This is an optimization exercise on Yosys and OpenROAD, whose aim is small area, not a production implementation.
Function was checked by simulation only, so behaviour that the tests miss may differ from the original.
Power and IR drop assume default switching activity.

== alpha ==
==> flow/design.v <==
module fullAdder(Sum,Cout,Cin,In1,In2);
   input wire In1,In2,Cin;
   output wire Sum,Cout;
   assign Cout = (In1&In2)|(In1&Cin)|(In2&Cin);
   assign Sum = In1^In2^Cin;
endmodule
module j_pbit (
  input      clk    ,
  input      s_hold ,
  input      s_shift,
  input      s_take ,
  input      shift_v,
  input      take_v ,
  output reg q
);
always @(posedge clk)
  q <= (s_hold & q) | (s_shift & shift_v) | (s_take & take_v);
endmodule
module j_pbit_top (
  input      clk    ,
  input      s_hold ,
  input      s_take ,
  input      take_v ,
  output reg q
);
always @(posedge clk)
  q <= (s_hold & q) | (s_take & take_v);
endmodule
module j_mac (
  input            clk     ,
  input            mac_en  ,
  input            take    ,  
  input            clr     ,  
  input            control1,
  input            acc_in  ,
  input      [8:0] t       ,  
  output     [7:0] p       ,  
  output reg       result
);
wire s_hold  = ~mac_en;
wire s_shift = mac_en & ~take;
wire s_take  = mac_en & take;
genvar b;
generate
  for (b = 0; b < 7; b = b + 1) begin: g_p
    j_pbit pb (.clk(clk), .s_hold(s_hold), .s_shift(s_shift), .s_take(s_take),
               .shift_v(p[b+1]), .take_v(t[b+1]), .q(p[b]));
  end
endgenerate
j_pbit_top pb7 (.clk(clk), .s_hold(s_hold), .s_take(s_take), .take_v(t[8]), .q(p[7]));
wire d   = take ? t[0] : p[0];
reg  c;
wire dd  = d ^ ~control1;
wire ci  = clr ? ~control1 : c;
always @(posedge clk) begin
  if (mac_en) c <= (acc_in & dd) | (acc_in & ci) | (dd & ci);
  result <= acc_in ^ dd ^ ci;
end
endmodule
module j_tbit0 (
  input  [3:0] act ,
  input  [3:0] pv  ,
  input        w   ,
  input        x   ,
  output       t   ,
  output       cout
);
wire a = w & x;
wire b = |(act & pv);
assign t    = a ^ b;
assign cout = a & b;
endmodule
module j_tbit (
  input  [3:0] act ,
  input  [3:0] pv  ,
  input        w   ,
  input        x   ,
  input        cin ,
  output       t   ,
  output       cout
);
wire a = w & x;
wire b = |(act & pv);
fullAdder fa (.Sum(t), .Cout(cout), .Cin(cin), .In1(a), .In2(b));
endmodule
module j_MX_cell #(
  parameter FIRST = 0
) (
  input            clk               ,
  input            reset             ,
  input      [7:0] dataflow_in       ,
  input      [2:0] dataflow_select   ,
  input            control1          ,
  input            update_w_i        ,
  input            w_default         ,
  input      [1:0] cnt_i             ,  
  input      [3:0] clr_and_plus_one_i,
  input      [3:0] mac_en_i          ,
  input      [3:0] accumulation_in   ,
  output reg [7:0] dataflow_out      ,
  output reg [3:0] clr_and_plus_one_o,
  output reg [3:0] mac_en_o          ,
  output reg [1:0] cnt               ,
  output     [3:0] result
);
reg [7:0] shared_W;
always @(posedge clk) begin
  if (update_w_i) shared_W <= dataflow_in;
  clr_and_plus_one_o <= clr_and_plus_one_i;
  mac_en_o           <= mac_en_i;
end
always @(posedge clk) begin
  if (reset) dataflow_out <= 8'h00;
  else       dataflow_out <= dataflow_in;
end
generate
  if (FIRST) begin: g_count
    always @(posedge clk) begin
      if (reset) cnt <= 2'b10;
      else if (|clr_and_plus_one_i) cnt <= {cnt[0], ~cnt[1]};
    end
  end else begin: g_copy
    always @(posedge clk) cnt <= cnt_i;
  end
endgenerate
wire       x    = dataflow_in[dataflow_select];
wire       nc   = ~|clr_and_plus_one_i;
wire [3:0] act;   
assign act[0] = nc & ~cnt[1] & ~cnt[0];
assign act[1] = nc & ~cnt[1] &  cnt[0];
assign act[2] = nc &  cnt[1] &  cnt[0];
assign act[3] = nc &  cnt[1] & ~cnt[0];
wire [3:0] take = clr_and_plus_one_i | act;
wire       xw = x & ~w_default;
wire       w0 = shared_W[0] | w_default;
wire [7:0] p0, p1, p2, p3;
wire [8:0] t;
wire [7:0] cy;
j_tbit0 tb0 (.act(act), .pv({p3[0], p2[0], p1[0], p0[0]}), .w(w0), .x(x), .t(t[0]), .cout(cy[0]));
genvar k;
generate
  for (k = 1; k < 8; k = k + 1) begin: g_t
    j_tbit tb (.act(act), .pv({p3[k], p2[k], p1[k], p0[k]}), .w(shared_W[k]), .x(xw), .cin(cy[k-1]), .t(t[k]), .cout(cy[k]));
  end
endgenerate
assign t[8] = cy[7];
j_mac mac0 (.clk(clk), .mac_en(mac_en_i[0]), .take(take[0]), .clr(clr_and_plus_one_i[0]), .control1(control1), .acc_in(accumulation_in[0]), .t(t), .p(p0), .result(result[0]));
j_mac mac1 (.clk(clk), .mac_en(mac_en_i[1]), .take(take[1]), .clr(clr_and_plus_one_i[1]), .control1(control1), .acc_in(accumulation_in[1]), .t(t), .p(p1), .result(result[1]));
j_mac mac2 (.clk(clk), .mac_en(mac_en_i[2]), .take(take[2]), .clr(clr_and_plus_one_i[2]), .control1(control1), .acc_in(accumulation_in[2]), .t(t), .p(p2), .result(result[2]));
j_mac mac3 (.clk(clk), .mac_en(mac_en_i[3]), .take(take[3]), .clr(clr_and_plus_one_i[3]), .control1(control1), .acc_in(accumulation_in[3]), .t(t), .p(p3), .result(result[3]));
endmodule
module j_systolic_array (
    input         clk             ,
    input         reset           ,
    input  [15:0] accumulation_in ,
    input  [15:0] clr_and_plus_one,
    input  [15:0] mac_en          ,
    input  [63:0] dataflow_in     ,
    input  [95:0] dataflow_select ,
    input  [ 7:0] update_w        ,
    input  [31:0] control1        ,
    output [15:0] result          ,
    output [15:0] result_en       ,
    output [15:0] result_start
);
localparam W = 8, H = 4;
reg [8:1] ctl_valid_q;
wire [8:0] ctl_valid = {ctl_valid_q, 1'b1};
always @(posedge clk) begin
  if (reset) ctl_valid_q <= 8'h00;
  else       ctl_valid_q <= ctl_valid[7:0];
end
reg [W-1:0] w_default;
always @(posedge clk) begin
  if (reset) w_default <= {W{1'b1}};
  else       w_default <= w_default & ~update_w;
end
wire [7:0] df_in  [W-1:0][H-1:0];
wire [7:0] df_out [W-1:0][H-1:0];
wire [3:0] clr_i  [W-1:0][H-1:0];
wire [3:0] clr_o  [W-1:0][H-1:0];
wire [3:0] en_i   [W-1:0][H-1:0];
wire [3:0] en_o   [W-1:0][H-1:0];
wire [3:0] acc_i  [W-1:0][H-1:0];
wire [3:0] res    [W-1:0][H-1:0];
wire [1:0] cnt    [W-1:0][H-1:0];
genvar i, j;
generate
  for (j = 0; j < H; j = j + 1) begin: g_H
    for (i = 0; i < W; i = i + 1) begin: g_W
      if (j == 0) begin: g_j_eq_0
        assign df_in[i][0] = dataflow_in[8*i +: 8];
      end else begin: g_j_others
        assign df_in[i][j] = df_out[i][j-1];
      end
      if (i == 0) begin: g_i_eq_0
        assign acc_i[0][j] = accumulation_in [4*j +: 4];
        assign en_i [0][j] = mac_en          [4*j +: 4];
        assign clr_i[0][j] = clr_and_plus_one[4*j +: 4];
      end else begin: g_i_others
        assign acc_i[i][j] = res  [i-1][j];
        assign en_i [i][j] = en_o [i-1][j];
        assign clr_i[i][j] = clr_o[i-1][j];
      end
      if (i == W-1) begin: g_i_eq_W
        assign result      [4*j +: 4] = res  [i][j];
        assign result_en   [4*j +: 4] = en_o [i][j] & {4{ctl_valid[W]}};
        assign result_start[4*j +: 4] = clr_o[i][j] & {4{ctl_valid[W]}};
      end
      j_MX_cell #(.FIRST(i == 0)) i_j_MX_cell (
        .clk               (clk                                 ),
        .reset             (reset                               ),
        .dataflow_in       (df_in[i][j]                         ),
        .dataflow_select   (dataflow_select[3*(W*j+i) +: 3]     ),
        .control1          (control1[W*j+i]                     ),
        .update_w_i        (update_w[i]                         ),
        .w_default         (w_default[i]                        ),
        .cnt_i             (i == 0 ? 2'b00 : cnt[(i+W-1)%W][j]  ),
        .clr_and_plus_one_i(clr_i[i][j]                         ),
        .mac_en_i          (en_i[i][j]                          ),
        .accumulation_in   (acc_i[i][j]                         ),
        .dataflow_out      (df_out[i][j]                        ),
        .clr_and_plus_one_o(clr_o[i][j]                         ),
        .mac_en_o          (en_o[i][j]                          ),
        .cnt               (cnt[i][j]                           ),
        .result            (res[i][j]                           )
      );
    end
  end
endgenerate
endmodule
export LEC_CHECK = 0
export CAP_MARGIN = 20
export CORE_MARGIN = 2
export CORE_UTILIZATION = 55
export GPL_TIMING_DRIVEN = 0
export PLACE_DENSITY = 0.7
export SLEW_MARGIN = 20
export SYNTH_HIERARCHICAL = 1
create_clock -name core_clock -period 6.0 [get_ports {clk}]
standard.sh (not shown) runs the stock make flow with config.mk's settings and CLKGATE_MAP_FILE= SYNTH_SCRIPT=/design/flow/synth_recipe.tcl, a recipe that flattens the netlist after the stock synthesis.
==> flow/flow/run.sh <==
#!/bin/bash
# The standard layout (standard.sh) with two changes:
#  - port buffers are buf_1 cells instead of the flow's default pick;
#  - CTS uses clkbuf_8 clusters of at most 16 sinks within 50 um, and no
#    dummy loads.
# make's full output goes to flow_make.log; each ORFS step also keeps its own
# log under orfs/logs/.
set -uo pipefail
bash standard.sh \
  BUFFER_PORTS_ARGS="-buffer_cell sky130_fd_sc_hd__buf_1" \
  CTS_ARGS="-sink_clustering_enable -repair_clock_nets -buf_list sky130_fd_sc_hd__clkbuf_8 -sink_clustering_size 16 -sink_clustering_max_diameter 50 -dont_use_dummy_load" \
  finish > flow_make.log 2>&1
The inputs of beta differ from those of alpha as listed below.
diff --git a/flow/design.v b/flow/design.v
--- a/flow/design.v
+++ b/flow/design.v
@@ -30,5 +30,5 @@
   input            clk     ,
   input            mac_en  ,
-  input            take    ,  
+  input            act     ,  
   input            clr     ,  
   input            control1,
@@ -39,6 +39,6 @@
 );
 wire s_hold  = ~mac_en;
-wire s_shift = mac_en & ~take;
-wire s_take  = mac_en & take;
+wire s_shift = mac_en & ~(clr | act);
+wire s_take  = mac_en &  (clr | act);
 genvar b;
 generate
@@ -49,5 +49,5 @@
 endgenerate
 j_pbit_top pb7 (.clk(clk), .s_hold(s_hold), .s_take(s_take), .take_v(t[8]), .q(p[7]));
-wire d   = take ? t[0] : p[0];
+wire d   = s_take ? t[0] : p[0];
 reg  c;
 wire dd  = d ^ ~control1;
@@ -85,5 +85,7 @@
 endmodule
 module j_MX_cell #(
-  parameter FIRST = 0
+  parameter FIRST  = 0,  
+  parameter HAS_WZ = 0,  
+  parameter MASK_X = 0   
 ) (
   input            clk               ,
@@ -94,4 +96,5 @@
   input            update_w_i        ,
   input            w_default         ,
+  input            df_valid          ,
   input      [1:0] cnt_i             ,  
   input      [3:0] clr_and_plus_one_i,
@@ -110,8 +113,15 @@
   mac_en_o           <= mac_en_i;
 end
-always @(posedge clk) begin
-  if (reset) dataflow_out <= 8'h00;
-  else       dataflow_out <= dataflow_in;
-end
+always @(posedge clk) dataflow_out <= dataflow_in;
+wire w_zero;
+generate
+  if (HAS_WZ) begin: g_wz
+    reg wz;
+    always @(posedge clk) if (update_w_i) wz <= ~df_valid;
+    assign w_zero = wz;
+  end else begin: g_no_wz
+    assign w_zero = 1'b0;
+  end
+endgenerate
 generate
   if (FIRST) begin: g_count
@@ -124,5 +134,6 @@
   end
 endgenerate
-wire       x    = dataflow_in[dataflow_select];
+wire       x_df = dataflow_in[dataflow_select];
+wire       x    = MASK_X ? x_df & df_valid : x_df;
 wire       nc   = ~|clr_and_plus_one_i;
 wire [3:0] act;   
@@ -131,7 +142,6 @@
 assign act[2] = nc &  cnt[1] &  cnt[0];
 assign act[3] = nc &  cnt[1] & ~cnt[0];
-wire [3:0] take = clr_and_plus_one_i | act;
-wire       xw = x & ~w_default;
-wire       w0 = shared_W[0] | w_default;
+wire       xw = x & ~w_default & ~w_zero;
+wire       w0 = (shared_W[0] & ~w_zero) | w_default;
 wire [7:0] p0, p1, p2, p3;
 wire [8:0] t;
@@ -145,8 +155,8 @@
 endgenerate
 assign t[8] = cy[7];
-j_mac mac0 (.clk(clk), .mac_en(mac_en_i[0]), .take(take[0]), .clr(clr_and_plus_one_i[0]), .control1(control1), .acc_in(accumulation_in[0]), .t(t), .p(p0), .result(result[0]));
-j_mac mac1 (.clk(clk), .mac_en(mac_en_i[1]), .take(take[1]), .clr(clr_and_plus_one_i[1]), .control1(control1), .acc_in(accumulation_in[1]), .t(t), .p(p1), .result(result[1]));
-j_mac mac2 (.clk(clk), .mac_en(mac_en_i[2]), .take(take[2]), .clr(clr_and_plus_one_i[2]), .control1(control1), .acc_in(accumulation_in[2]), .t(t), .p(p2), .result(result[2]));
-j_mac mac3 (.clk(clk), .mac_en(mac_en_i[3]), .take(take[3]), .clr(clr_and_plus_one_i[3]), .control1(control1), .acc_in(accumulation_in[3]), .t(t), .p(p3), .result(result[3]));
+j_mac mac0 (.clk(clk), .mac_en(mac_en_i[0]), .act(act[0]), .clr(clr_and_plus_one_i[0]), .control1(control1), .acc_in(accumulation_in[0]), .t(t), .p(p0), .result(result[0]));
+j_mac mac1 (.clk(clk), .mac_en(mac_en_i[1]), .act(act[1]), .clr(clr_and_plus_one_i[1]), .control1(control1), .acc_in(accumulation_in[1]), .t(t), .p(p1), .result(result[1]));
+j_mac mac2 (.clk(clk), .mac_en(mac_en_i[2]), .act(act[2]), .clr(clr_and_plus_one_i[2]), .control1(control1), .acc_in(accumulation_in[2]), .t(t), .p(p2), .result(result[2]));
+j_mac mac3 (.clk(clk), .mac_en(mac_en_i[3]), .act(act[3]), .clr(clr_and_plus_one_i[3]), .control1(control1), .acc_in(accumulation_in[3]), .t(t), .p(p3), .result(result[3]));
 endmodule
 module j_systolic_array (
@@ -208,5 +218,5 @@
         assign result_start[4*j +: 4] = clr_o[i][j] & {4{ctl_valid[W]}};
       end
-      j_MX_cell #(.FIRST(i == 0)) i_j_MX_cell (
+      j_MX_cell #(.FIRST(i == 0), .HAS_WZ(j > 0), .MASK_X(i < j)) i_j_MX_cell (
         .clk               (clk                                 ),
         .reset             (reset                               ),
@@ -216,4 +226,5 @@
         .update_w_i        (update_w[i]                         ),
         .w_default         (w_default[i]                        ),
+        .df_valid          (ctl_valid[j]                        ),
         .cnt_i             (i == 0 ? 2'b00 : cnt[(i+W-1)%W][j]  ),
         .clr_and_plus_one_i(clr_i[i][j]                         ),
- alpha completed end to end with timing, DRC and antenna clean.
- Having completed the whole flow, beta delivered a layout that passed the timing, design-rule and antenna checks.
- Detailed route, beta vs alpha: via total higher for beta
- The utilization was comparable across beta and alpha.
- Relative to alpha, the cell count after placement measured on beta has decreased slightly.
- beta vs alpha: number of clock buffer instances in the layout down in beta
- Higher final critical delay including setup and external delays among beta and alpha: beta
- Sort beta and alpha by critical path required time, descending, and alpha comes first.
- Compared with alpha, beta shows a lower proportion of power drawn by the clock network.
- Summary of beta over alpha: die area went down, routed wire length picked up an extra about 5%, clock-pin slew on the worst setup and hold paths now sits at about the same level.

========
j_systolic_array with an RTL version that a note above also has.
Size in the first run: ~300 I/O pins.
==> module j_mac, before the edit <==
module j_mac (
  input            clk     ,
  input            mac_en  ,
  input            act     ,  
  input            clr     ,  
  input            control1,
  input            acc_in  ,
  input      [8:0] t       ,  
  output     [7:0] p       ,  
  output reg       result
);
wire s_hold  = ~mac_en;
wire s_shift = mac_en & ~(clr | act);
wire s_take  = mac_en &  (clr | act);
genvar b;
generate
  for (b = 0; b < 7; b = b + 1) begin: g_p
    j_pbit pb (.clk(clk), .s_hold(s_hold), .s_shift(s_shift), .s_take(s_take),
               .shift_v(p[b+1]), .take_v(t[b+1]), .q(p[b]));
  end
endgenerate
j_pbit_top pb7 (.clk(clk), .s_hold(s_hold), .s_take(s_take), .take_v(t[8]), .q(p[7]));
wire d   = s_take ? t[0] : p[0];
reg  c;
wire dd  = d ^ ~control1;
wire ci  = clr ? ~control1 : c;
always @(posedge clk) begin
  if (mac_en) c <= (acc_in & dd) | (acc_in & ci) | (dd & ci);
  result <= acc_in ^ dd ^ ci;
end
endmodule
==> module j_MX_cell, before the edit <==
module j_MX_cell #(
  parameter FIRST  = 0,  
  parameter HAS_WZ = 0,  
  parameter MASK_X = 0   
) (
  input            clk               ,
  input            reset             ,
  input      [7:0] dataflow_in       ,
  input      [2:0] dataflow_select   ,
  input            control1          ,
  input            update_w_i        ,
  input            w_default         ,
  input            df_valid          ,
  input      [1:0] cnt_i             ,  
  input      [3:0] clr_and_plus_one_i,
  input      [3:0] mac_en_i          ,
  input      [3:0] accumulation_in   ,
  output reg [7:0] dataflow_out      ,
  output reg [3:0] clr_and_plus_one_o,
  output reg [3:0] mac_en_o          ,
  output reg [1:0] cnt               ,
  output     [3:0] result
);
reg [7:0] shared_W;
always @(posedge clk) begin
  if (update_w_i) shared_W <= dataflow_in;
  clr_and_plus_one_o <= clr_and_plus_one_i;
  mac_en_o           <= mac_en_i;
end
always @(posedge clk) dataflow_out <= dataflow_in;
wire w_zero;
generate
  if (HAS_WZ) begin: g_wz
    reg wz;
    always @(posedge clk) if (update_w_i) wz <= ~df_valid;
    assign w_zero = wz;
  end else begin: g_no_wz
    assign w_zero = 1'b0;
  end
endgenerate
generate
  if (FIRST) begin: g_count
    always @(posedge clk) begin
      if (reset) cnt <= 2'b10;
      else if (|clr_and_plus_one_i) cnt <= {cnt[0], ~cnt[1]};
    end
  end else begin: g_copy
    always @(posedge clk) cnt <= cnt_i;
  end
endgenerate
wire       x_df = dataflow_in[dataflow_select];
wire       x    = MASK_X ? x_df & df_valid : x_df;
wire       nc   = ~|clr_and_plus_one_i;
wire [3:0] act;   
assign act[0] = nc & ~cnt[1] & ~cnt[0];
assign act[1] = nc & ~cnt[1] &  cnt[0];
assign act[2] = nc &  cnt[1] &  cnt[0];
assign act[3] = nc &  cnt[1] & ~cnt[0];
wire       xw = x & ~w_default & ~w_zero;
wire       w0 = (shared_W[0] & ~w_zero) | w_default;
wire [7:0] p0, p1, p2, p3;
wire [8:0] t;
wire [7:0] cy;
j_tbit0 tb0 (.act(act), .pv({p3[0], p2[0], p1[0], p0[0]}), .w(w0), .x(x), .t(t[0]), .cout(cy[0]));
genvar k;
generate
  for (k = 1; k < 8; k = k + 1) begin: g_t
    j_tbit tb (.act(act), .pv({p3[k], p2[k], p1[k], p0[k]}), .w(shared_W[k]), .x(xw), .cin(cy[k-1]), .t(t[k]), .cout(cy[k]));
  end
endgenerate
assign t[8] = cy[7];
j_mac mac0 (.clk(clk), .mac_en(mac_en_i[0]), .act(act[0]), .clr(clr_and_plus_one_i[0]), .control1(control1), .acc_in(accumulation_in[0]), .t(t), .p(p0), .result(result[0]));
j_mac mac1 (.clk(clk), .mac_en(mac_en_i[1]), .act(act[1]), .clr(clr_and_plus_one_i[1]), .control1(control1), .acc_in(accumulation_in[1]), .t(t), .p(p1), .result(result[1]));
j_mac mac2 (.clk(clk), .mac_en(mac_en_i[2]), .act(act[2]), .clr(clr_and_plus_one_i[2]), .control1(control1), .acc_in(accumulation_in[2]), .t(t), .p(p2), .result(result[2]));
j_mac mac3 (.clk(clk), .mac_en(mac_en_i[3]), .act(act[3]), .clr(clr_and_plus_one_i[3]), .control1(control1), .acc_in(accumulation_in[3]), .t(t), .p(p3), .result(result[3]));
endmodule
clock: 6.0 ns
lec_check: 0
cap_margin: 20
core_margin: 2
core_utilization: 70
gpl_timing_driven: 0
place_density: 0.85
slew_margin: 20
synth_hierarchical: 1
==> flow/flow/run.sh <==
#!/bin/bash
# The standard layout (standard.sh) with two changes:
#  - port buffers are buf_1 cells instead of the flow's default pick;
#  - CTS uses clkbuf_8 clusters of at most 18 sinks within 60 um, and no
#    dummy loads.
# make's full output goes to flow_make.log; each ORFS step also keeps its own
# log under orfs/logs/.
set -uo pipefail
bash standard.sh \
  BUFFER_PORTS_ARGS="-buffer_cell sky130_fd_sc_hd__buf_1" \
  CTS_ARGS="-sink_clustering_enable -repair_clock_nets -buf_list sky130_fd_sc_hd__clkbuf_8 -sink_clustering_size 18 -sink_clustering_max_diameter 60 -dont_use_dummy_load" \
  finish > flow_make.log 2>&1
Then changed:
--- a/flow/design.v
+++ b/flow/design.v
@@ -31,7 +31,7 @@
   input            mac_en  ,
   input            act     ,  
   input            clr     ,  
-  input            control1,
+  input            sub     ,  
   input            acc_in  ,
   input      [8:0] t       ,  
   output     [7:0] p       ,  
@@ -50,8 +50,8 @@
 j_pbit_top pb7 (.clk(clk), .s_hold(s_hold), .s_take(s_take), .take_v(t[8]), .q(p[7]));
 wire d   = s_take ? t[0] : p[0];
 reg  c;
-wire dd  = d ^ ~control1;
-wire ci  = clr ? ~control1 : c;
+wire dd  = d ^ sub;
+wire ci  = clr ? sub : c;
 always @(posedge clk) begin
   if (mac_en) c <= (acc_in & dd) | (acc_in & ci) | (dd & ci);
   result <= acc_in ^ dd ^ ci;
@@ -143,6 +143,7 @@
 assign act[3] = nc &  cnt[1] & ~cnt[0];
 wire       xw = x & ~w_default & ~w_zero;
 wire       w0 = (shared_W[0] & ~w_zero) | w_default;
+wire       sub = ~control1;
 wire [7:0] p0, p1, p2, p3;
 wire [8:0] t;
 wire [7:0] cy;
@@ -154,10 +155,10 @@
   end
 endgenerate
 assign t[8] = cy[7];
-j_mac mac0 (.clk(clk), .mac_en(mac_en_i[0]), .act(act[0]), .clr(clr_and_plus_one_i[0]), .control1(control1), .acc_in(accumulation_in[0]), .t(t), .p(p0), .result(result[0]));
-j_mac mac1 (.clk(clk), .mac_en(mac_en_i[1]), .act(act[1]), .clr(clr_and_plus_one_i[1]), .control1(control1), .acc_in(accumulation_in[1]), .t(t), .p(p1), .result(result[1]));
-j_mac mac2 (.clk(clk), .mac_en(mac_en_i[2]), .act(act[2]), .clr(clr_and_plus_one_i[2]), .control1(control1), .acc_in(accumulation_in[2]), .t(t), .p(p2), .result(result[2]));
-j_mac mac3 (.clk(clk), .mac_en(mac_en_i[3]), .act(act[3]), .clr(clr_and_plus_one_i[3]), .control1(control1), .acc_in(accumulation_in[3]), .t(t), .p(p3), .result(result[3]));
+j_mac mac0 (.clk(clk), .mac_en(mac_en_i[0]), .act(act[0]), .clr(clr_and_plus_one_i[0]), .sub(sub), .acc_in(accumulation_in[0]), .t(t), .p(p0), .result(result[0]));
+j_mac mac1 (.clk(clk), .mac_en(mac_en_i[1]), .act(act[1]), .clr(clr_and_plus_one_i[1]), .sub(sub), .acc_in(accumulation_in[1]), .t(t), .p(p1), .result(result[1]));
+j_mac mac2 (.clk(clk), .mac_en(mac_en_i[2]), .act(act[2]), .clr(clr_and_plus_one_i[2]), .sub(sub), .acc_in(accumulation_in[2]), .t(t), .p(p2), .result(result[2]));
+j_mac mac3 (.clk(clk), .mac_en(mac_en_i[3]), .act(act[3]), .clr(clr_and_plus_one_i[3]), .sub(sub), .acc_in(accumulation_in[3]), .t(t), .p(p3), .result(result[3]));
 endmodule
 module j_systolic_array (
     input         clk             ,
After rerunning:
- cell count is lower by 0.95%
- setup slack gets better by 35 ps
- non-clock buffer count decreases by 1
- clock-buffer cell count does not change
- combinational power stays flat
- global-route usage grows by 0.35 points
- sequential power is about the same
- power hardly moves

[afterwards: timing with drivers on the ports]
In the flow no input, the clock included, has a driving cell. The finished layouts below were timed again as built, in two steps.
Step 1 (the two cells are an assumption about what drives the block):
set clk [get_ports {clk}]
set_driving_cell -lib_cell sky130_fd_sc_hd__clkbuf_16 $clk
set_driving_cell -lib_cell sky130_fd_sc_hd__buf_2 [delete_from_list [all_inputs] $clk]
Step 2 adds t to the input delays and takes it off the output delays; t is the mean of the earliest and latest rising clock arrival at the registers after step 1. Input paths then give back, and output paths get back, about the clock's delay inside the block.
Slacks: no drivers / after step 1 / after step 2; pairs: no drivers / after step 1.
run | t, ns | setup slack, ns | worst hold slack (ns)
alpha | 0.990 | 0.360 / 0.417 / -0.574 | 0.395 / 0.395 / 0.395
beta | 0.960 | 0.139 / 0.200 / -0.760 | 0.353 / 0.353 / 0.353
the first run of note 2 | 0.967 | 0.213 / 0.270 / -0.696 | 0.371 / 0.371 / 0.371
the second run of note 2 | 0.927 | 0.248 / 0.250 / -0.678 | 0.365 / 0.365 / 0.365
With both steps, setup timing fails in every run listed, where it was met with ideal ports. The setup slack of alpha, which loses most, moves by +0.057 ns with the drivers and by -0.934 ns with both steps.
